Source: an optimization exercise on an open RTL-to-GDS flow (aim: small area, a short achievable clock period and few clock cycles per item). Production flows keep margins and buffers that such runs may drop.
The RTL was checked by simulation tests, not by an equivalence proof against the original design.
Power is estimated from default activity; no workload was simulated.

===== design/flow/config.mk =====
export PLATFORM = sky130hd
export DESIGN_NAME = top
export DESIGN_NICKNAME = top
export VERILOG_FILES = /design/flow/design.v
export SDC_FILE = /design/flow/constraint.sdc
export NUM_CORES = 4
export LEC_CHECK = 0
export CAP_MARGIN = 20
export CORE_MARGIN = 2
export CORE_UTILIZATION = 40
export PLACE_DENSITY = 0.6
export SLEW_MARGIN = 20

===== design/flow/constraint.sdc =====
create_clock -name core_clock -period 8.0 [get_ports {clk}]
set_input_delay 1.6000 -clock core_clock [delete_from_list [all_inputs] [get_ports {clk}]]
set_output_delay 1.6000 -clock core_clock [all_outputs]
set_load 0.01 [all_outputs]

===== design/flow/design.v =====
module cordicp (
  input             clk,
  input             ld,      
  input      [31:0] x,
  input             ph1,     
  input      [32:0] r0,
  input      [63:0] y0,
  input      [3:0]  cnt,     
  output reg [32:0] r,
  output reg [63:0] y
);
  reg [31:0] p;
  always @(*) begin
    case (cnt)
      4'd0: p = 32'h67CC8FB2;
      4'd1: p = 32'h391FEF8F;
      4'd2: p = 32'h1E27076E;
      4'd3: p = 32'hF851860;
      4'd4: p = 32'h7E0A6C3;
      4'd5: p = 32'h3F81516;
      4'd6: p = 32'h1FE02A6;
      4'd7: p = 32'hFF8055;
      4'd8: p = 32'h7FE00A;
      4'd9: p = 32'h3FF801;
      4'd10: p = 32'h1FFE00;
      4'd11: p = 32'hFFF80;
      4'd12: p = 32'h7FFE0;
      4'd13: p = 32'h3FFF8;
      4'd14: p = 32'h1FFFE;
      4'd15: p = 32'hFFFF;
    endcase
  end
  wire [32:0] diff = r - {1'b0, p};
  wire        d    = ~diff[32];
  wire [63:0] sh   = (y >> 1) >> cnt;
  always @(posedge clk) begin
    if (ld)       r <= {1'b0, x};
    else if (ph1) r <= r0;
    else if (d)   r <= diff;
    if (ph1)      y <= y0;
    else if (d)   y <= y + sh;
  end
endmodule
module cordicn (
  input             clk,
  input             ph1,
  input      [32:0] r0,
  input      [32:0] y0,
  input      [3:0]  cnt,
  output reg [32:0] y
);
  reg [32:0] r;
  reg [31:0] p;
  always @(*) begin
    case (cnt)
      4'd0: p = 32'h49A58844;
      4'd1: p = 32'h222F1D04;
      4'd2: p = 32'h108598B5;
      4'd3: p = 32'h820AEC4;
      4'd4: p = 32'h4081596;
      4'd5: p = 32'h20202AE;
      4'd6: p = 32'h1008055;
      4'd7: p = 32'h80200A;
      4'd8: p = 32'h400801;
      4'd9: p = 32'h200200;
      4'd10: p = 32'h100080;
      4'd11: p = 32'h80020;
      4'd12: p = 32'h40008;
      4'd13: p = 32'h20002;
      4'd14: p = 32'h10000;
      4'd15: p = 32'h8000;
    endcase
  end
  wire [32:0] diff = r - {1'b0, p};
  wire        d    = ~diff[32];
  wire [32:0] sh   = (y >> 2) >> cnt;
  always @(posedge clk) begin
    if (ph1)      r <= r0;
    else if (d)   r <= diff;
    if (ph1)      y <= y0;
    else if (d)   y <= y - sh;
  end
endmodule
module top (
  input             clk,
  input             rst,
  input      [31:0] x,
  input             en,
  output     [31:0] epx,
  output     [31:0] sinhx,
  output     [31:0] coshx,
  output reg        valid
);
  reg        ph1, busy;
  reg  [3:0] cnt;
  always @(posedge clk) begin
    if (rst) begin
      ph1   <= 1'b0;
      busy  <= 1'b0;
      valid <= 1'b0;
      cnt   <= 4'd0;
    end else begin
      ph1   <= en;
      valid <= busy & (cnt == 4'd15);
      if (ph1) begin
        busy <= 1'b1;
        cnt  <= 4'd0;
      end else if (busy) begin
        cnt <= cnt + 4'd1;
        if (cnt == 4'd15) busy <= 1'b0;
      end
    end
  end
  wire [32:0] xr;
  wire [31:0] xv = xr[31:0];
  wire [32:0] t;            
  assign t[0] = 1'b1;
  assign t[1] = xv[20:0] >= 21'hB173;
  assign t[2] = xv[20:0] >= 21'h162E5;
  assign t[3] = xv[20:0] >= 21'h21457;
  assign t[4] = xv[20:0] >= 21'h2C5C9;
  assign t[5] = xv[20:0] >= 21'h3773B;
  assign t[6] = xv[20:0] >= 21'h428AD;
  assign t[7] = xv[20:0] >= 21'h4DA1F;
  assign t[8] = xv[20:0] >= 21'h58B91;
  assign t[9] = xv[20:0] >= 21'h63D03;
  assign t[10] = xv[20:0] >= 21'h6EE75;
  assign t[11] = xv[20:0] >= 21'h79FE8;
  assign t[12] = xv[20:0] >= 21'h8515A;
  assign t[13] = xv[20:0] >= 21'h902CC;
  assign t[14] = xv[20:0] >= 21'h9B43E;
  assign t[15] = xv[20:0] >= 21'hA65B0;
  assign t[16] = xv[20:0] >= 21'hB1722;
  assign t[17] = xv[20:0] >= 21'hBC894;
  assign t[18] = xv[20:0] >= 21'hC7A06;
  assign t[19] = xv[20:0] >= 21'hD2B78;
  assign t[20] = xv[20:0] >= 21'hDDCEA;
  assign t[21] = xv[20:0] >= 21'hE8E5C;
  assign t[22] = xv[20:0] >= 21'hF3FCF;
  assign t[23] = xv[20:0] >= 21'hFF141;
  assign t[24] = xv[20:0] >= 21'h10A2B3;
  assign t[25] = xv[20:0] >= 21'h115425;
  assign t[26] = xv[20:0] >= 21'h120597;
  assign t[27] = xv[20:0] >= 21'h12B709;
  assign t[28] = xv[20:0] >= 21'h13687B;
  assign t[29] = xv[20:0] >= 21'h1419ED;
  assign t[30] = xv[20:0] >= 21'h14CB5F;
  assign t[31] = xv[20:0] >= 21'h157CD1;
  assign t[32] = xv[20:0] >= 21'h162E43;
  wire        z = (|xv[31:21]) | t[32];
  wire [31:0] hs;           
  genvar g;
  generate
    for (g = 0; g < 32; g = g + 1) begin : H
      assign hs[g] = t[g] & ~t[g+1] & ~z;
    end
  endgenerate
  reg [32:0] cs;            
  integer i;
  always @(*) begin
    cs = 33'd0;
    if (hs[0]) cs = cs | 33'h1;
    if (hs[1]) cs = cs | 33'hB17217F8;
    if (hs[2]) cs = cs | 33'h162E42FF0;
    if (hs[3]) cs = cs | 33'h145647E8;
    if (hs[4]) cs = cs | 33'hC5C85FE0;
    if (hs[5]) cs = cs | 33'h1773A77D8;
    if (hs[6]) cs = cs | 33'h28AC8FCF;
    if (hs[7]) cs = cs | 33'hDA1EA7C7;
    if (hs[8]) cs = cs | 33'h18B90BFBF;
    if (hs[9]) cs = cs | 33'h3D02D7B7;
    if (hs[10]) cs = cs | 33'hEE74EFAF;
    if (hs[11]) cs = cs | 33'h19FE707A7;
    if (hs[12]) cs = cs | 33'h51591F9E;
    if (hs[13]) cs = cs | 33'h102CB3796;
    if (hs[14]) cs = cs | 33'h1B43D4F8E;
    if (hs[15]) cs = cs | 33'h65AF6786;
    if (hs[16]) cs = cs | 33'h117217F7E;
    if (hs[17]) cs = cs | 33'h1C8939775;
    if (hs[18]) cs = cs | 33'h7A05AF6D;
    if (hs[19]) cs = cs | 33'h12B77C765;
    if (hs[20]) cs = cs | 33'h1DCE9DF5D;
    if (hs[21]) cs = cs | 33'h8E5BF755;
    if (hs[22]) cs = cs | 33'h13FCE0F4C;
    if (hs[23]) cs = cs | 33'h1F1402744;
    if (hs[24]) cs = cs | 33'hA2B23F3C;
    if (hs[25]) cs = cs | 33'h154245734;
    if (hs[26]) cs = cs | 33'h5966F2C;
    if (hs[27]) cs = cs | 33'hB7088724;
    if (hs[28]) cs = cs | 33'h1687A9F1B;
    if (hs[29]) cs = cs | 33'h19ECB713;
    if (hs[30]) cs = cs | 33'hCB5ECF0B;
    if (hs[31]) cs = cs | 33'h17CD0E703;
  end
  wire [32:0] r0  = {xv[16:0], 16'h0} - cs;
  wire [63:0] yp0 = {hs, 32'h0};
  wire [32:0] yn0;
  generate
    for (g = 0; g < 32; g = g + 1) begin : YN
      assign yn0[32-g] = hs[g];
    end
  endgenerate
  assign yn0[0] = 1'b0;
  wire [63:0] yp;
  wire [32:0] yn;
  cordicp epos (
    .clk (clk), .ld (en), .x (x), .ph1 (ph1), .r0 (r0), .y0 (yp0),
    .cnt (cnt), .r (xr), .y (yp)
  );
  cordicn eneg (
    .clk (clk), .ph1 (ph1), .r0 (r0), .y0 (yn0), .cnt (cnt), .y (yn)
  );
  wire [31:0] ep = yp[47:16];
  wire [31:0] en_ = {15'h0, yn[32:16]};
  wire [31:0] dif = ep - en_;
  wire [31:0] sum = ep + en_;
  assign epx   = ep;
  assign sinhx = {1'b0, dif[31:1]};
  assign coshx = {1'b0, sum[31:1]};
endmodule

===== design/flow/run.sh =====
#!/bin/bash
# synth_recipe.tcl (not shown) runs the flow's synth.tcl, then flattens the netlist and writes it again
# the make line also repeats each setting of config.mk as NAME=value (left out here)
make -C /OpenROAD-flow-scripts/flow DESIGN_CONFIG=/design/flow/config.mk WORK_HOME=/design/flow/orfs CLKGATE_MAP_FILE= SYNTH_SCRIPT=/design/flow/synth_recipe.tcl finish

==> results.sh <==
export IMPL_final_setup_tns_ps=0
export IMPL_power_density_nw_per_um2=459
export IMPL_yosys_area_top_type="edfxtp_1"
export IMPL_fin_crit_sh_pct=90.5
export IMPL_reg2reg_to="epos.y[61]$_DFFE_PP_"
export IMPL_fin_skew_ps=19.8
export IMPL_boundaryPins=132
export IMPL_gp_congestion=1.01
export IMPL_layout_nets=3628
export IMPL_grt_pass1_wl_um=146000
export IMPL_grt_overflow=0
export IMPL_clockBufferDepth=3
export IMPL_synth_ff_type="edfxtp_1"
export IMPL_status="finished clean"
export IMPL_synth_edf_count=129
export IMPL_cp_depth=18
export IMPL_crit_buf_inv=2
export IMPL_path_clk_slew_ps=60
export IMPL_avgSynthCellArea_um2=7.95
export IMPL_synthesis_area_um2=26900
export IMPL_post_cts_resized=0
export IMPL_worst_slack_ps=763
export IMPL_ys_top_cells_by_area="edfxtp_1, ha_1, dfxtp_1"
export IMPL_grt_usage_pct=26.7
export IMPL_core_area_um2=66800
export IMPL_vias_per_cell=6.17
export IMPL_area_growth_pct=10.3
export IMPL_start_util_pct=40.2
export IMPL_peakVddDrop_v=0.000255
export IMPL_power_switching_mw=6.79
export IMPL_fp_dieW_um=263
export IMPL_path_cells="inv_1 -> fa_1 -> nor2b_1 -> o21ai_0 -> a21oi_1 -> o21ai_0 -> a21oi_1 -> o21ai_0 -> a21boi_0 -> o21ai_0 -> a21boi_0 -> o21ai_0 -> nand2b_1 -> a41oi_1 -> a31oi_1 -> nor4_1 -> xor2_1 -> clkdlybuf4s50_1"
export IMPL_root_buffer="clkbuf_16"
export IMPL_finalMaxSlewViolations=0
export IMPL_period_needed_ps=7240
export IMPL_ctsHoldBuffers=0
export IMPL_drive_gt1_share_pct=8.08
export IMPL_ys_warn_count=3
export IMPL_drc=0
export IMPL_timing_fmax_ghz=0.138
export IMPL_layout_common_cells="nand2_1, a21oi_1, nor2_1"
export IMPL_rsz0062_at_grt="no"
export IMPL_clockPowerShare_pct=10.1
export IMPL_crit_path_top_delay_cell="a31oi_1"
export IMPL_drtAntennaViolNets=0
export IMPL_std_cell_rows=95
export IMPL_drv_cap=0
export IMPL_synth_cell_types=100
export IMPL_hold_viol_final=0
export IMPL_drt_iter0_drc=2772
export IMPL_grt_pass1_vias=24721
export IMPL_synth_seq_area_share_pct=22.0
export IMPL_ys_async_sr_fraction_pct=0
export IMPL_pre_cts_ws_ps=1350
export IMPL_ys_seq_elements=230
export IMPL_dpl_cell_count=4212
export IMPL_internal_power_mw=6.83
export IMPL_cpPeakStageDelay_ps=680
export IMPL_routedWlPerCell_um=22.5
export IMPL_cts_max_level=1
export IMPL_die_y_um=263
export IMPL_synth_cells=3378
export IMPL_crit_arrival_ps=5640
export IMPL_crit_top_cell="o21ai_0"
export IMPL_required_ps=6400
export IMPL_hp_class="flop to flop"
export IMPL_yosys_area_top_type_share_pct=14.4
export IMPL_cp_end_kind="primary output"
export IMPL_final_cells=4268
export IMPL_dp_hpwl_um=73500
export IMPL_clk_latency_ps=600
export IMPL_cts_sinks=230
export IMPL_holdWs_ps=462
export IMPL_netSwitchingFraction_pct=49.8
export IMPL_port_buffers=129
export IMPL_drt_wl_total_um=96000
export IMPL_cts_tree="yes"
export IMPL_setup_viol=0
export IMPL_r2r_slack_ps=1190
export IMPL_slew_headroom_pct=22.3
export IMPL_p_seq_share_pct=20.7
export IMPL_crit_type="flop to primary output"
export IMPL_leakagePower_nw=12.4
export IMPL_crit_start="epos.y[17]$_SDFFE_PP0P_"
export IMPL_path_delay_family="compound AO/OA/AOI/OAI gates"
export IMPL_drt_pass1_iterations=6
export IMPL_antenna_found_initial=1
export IMPL_postCtsSetupRepairBufs=0
export IMPL_crit_path_max_fanout=8
export IMPL_tightest_slew_ps=1160
export IMPL_ff2ff_path_depth=19
export IMPL_cts_made_buffers=29
export IMPL_cp_start_kind="flop"
export IMPL_power_mw=13.6
export IMPL_grt_max_degree=59
export IMPL_vias=26339
export IMPL_worstSetupEndpoint="sinhx[27]"
export IMPL_p_comb_share_pct=69.3
export IMPL_dieArea_um2=69200
export IMPL_layout_commonest_cell="nand2_1"
export IMPL_r2r_start="cnt[0]$_SDFFE_PP0P_"
## cells by family (layout without fill, tap and decap cells)
kind of cell             count (synthesis)  after routing  share of synthesized area (%)
AND/OR/NAND/NOR                       1172           1172                           21.6
AO/OA/AOI/OAI                          986            986                           23.5
buffers and inverters                  402            416                           6.43
flip-flops                             230            230                           22.0
adder cells (fa/ha/maj)                223            223                           10.6
XOR/XNOR                               204            204                           6.65
multiplexers                           160            160                           9.30
other                                    1              4                         0.0140
## cell type report
| type | instances | area, um2 |
|---|---|---|
| Inverter | 176 | 661 |
| Clock inverter | 19 | 176 |
| Timing Repair Buffer | 186 | 1720 |
| Tap cell | 873 | 1090 |
| Multi-Input combinational cell | 2747 | 19300 |
| Antenna cell | 2 | 5.00 |
| Fill cell | 6828 | 37200 |
| Clock buffer | 35 | 791 |
| Sequential cell | 230 | 5910 |
## registers in the layout (all words and copies together), names as in the netlist
| register | cells |
|---|---|
| valid | 1 |
| epos.y | 64 |
| eneg.y | 33 |
| ph1 | 1 |
| eneg.p | 29 |
| epos.p | 31 |
| busy | 1 |
| epos.r | 33 |
| cnt | 4 |
| eneg.r | 33 |
## per-stage QoR
| stage | util (%) | instance area [um2] |
|---|---|---|
| after floorplan | - | 26900 |
| after global placement | 42.9 | 28700 |
| after detailed placement | 42.9 | 28700 |
| after CTS | 44.3 | 29600 |
| after global routing | 44.4 | 29600 |
| final | 44.4 | 29600 |
## metal layers
layer / vias up / global-route usage, % / part of all wire [%]
met5: - / 0 / 0.0094
met3: 244 / 3.25 / 6.9
met1: 12476 / 35.5 / 42
li1: 12423 / - / -
met4: 2 / 11.8 / 4.8
met2: 1194 / 43.6 / 46
## power by group through the flow
stage | registers [mW] | logic (mW) | clock network [mW]
3_3_place_gp | 2.80 | 9.27 | 0
5_1_grt | 2.86 | 10.3 | 1.43
3_5_place_dp | 2.81 | 9.27 | 0
4_1_cts | 2.79 | 9.33 | 1.39
2_1_floorplan | 2.28 | 6.90 | 0
6_report | 2.82 | 9.43 | 1.37
## synth_stat cells, drive strengths merged, types with 10 or more instances
cell type and instances:
xor2 91, inv 176, nand4 33, o22ai 30
and3 46, o211a 13, o211ai 18, mux2i 55
a31oi 59, or2 30, o21a 31, nand2b 46
and2 45, a2111oi 10, a311oi 10, a41oi 10
nand2 396, nor2b 37, nor4 34, mux2 37
nand3 77, or3 26, o21bai 27, o31ai 29
xnor2 113, nor4b 11, edfxtp 129, a21oi 253
clkbuf 126, dfxtp 101, a21boi 11, a211o 11
nor3 67, ha 217, nor2 251, nand4b 14
a211oi 43, a21o 91, buf 100, mux4 68
o21ai 247, or4 12, o31a 10
## worst min-delay path by stage
stage	end	cells past startpoint	from
global placement	epos.y[0]$_SDFFE_PP0P_	2	epos.y[0]$_SDFFE_PP0P_
floorplan	epos.y[0]$_SDFFE_PP0P_	2	epos.y[0]$_SDFFE_PP0P_
detailed placement	epos.y[0]$_SDFFE_PP0P_	2	epos.y[0]$_SDFFE_PP0P_
finish	epos.y[0]$_SDFFE_PP0P_	2	epos.y[0]$_SDFFE_PP0P_
CTS	epos.y[0]$_SDFFE_PP0P_	2	epos.y[0]$_SDFFE_PP0P_
global route	epos.y[0]$_SDFFE_PP0P_	2	epos.y[0]$_SDFFE_PP0P_
## worst reg2reg max path, cell delays in order (launching register included)
cell	delay, ps
dfxtp_4	870
mux2_2	490
mux2_2	310
mux4_2	490
ha_1	390
nand4_1	200
or2_2	370
a2111oi_0	770
buf_4	250
o21a_1	230
o21a_1	230
a21oi_1	180
a211oi_1	360
o31ai_1	200
o21ai_0	340
o31ai_1	180
o21a_1	230
o21ai_0	210
xnor2_1	150
o22ai_1	80
Testbench counts, summed over its fixed seeds: cycles 36,872, items 2,048.

-- separate check: timing with driven ports --
The results above use ideal ports. As a check the final layout listed here was re-extracted and re-timed, cells and wires unchanged.
Step 1 sets driving cells, clkbuf_16 on the clock port and buf_2 on the other inputs (assumed; they add their load-dependent delay and slew).
Step 2 moves the port delays by t, midway between the first and last clock arrival at a register: inputs arrive t later, outputs are due t later. That takes back most of the time a late clock gives input paths.
Slacks: no drivers / after step 1 / after step 2; pairs: no drivers / after step 1.
t (ns): 0.658
setup WS [ns]: 0.763 / 0.697 / 1.191
latest minus earliest clock arrival (ns): 0.020 / 0.020
worst slew at a driven data input, ns: 0.07
After both steps setup and hold are still met in this run. For this run, drivers alone change the setup slack by -0.066 ns; drivers and shift together by +0.428 ns.
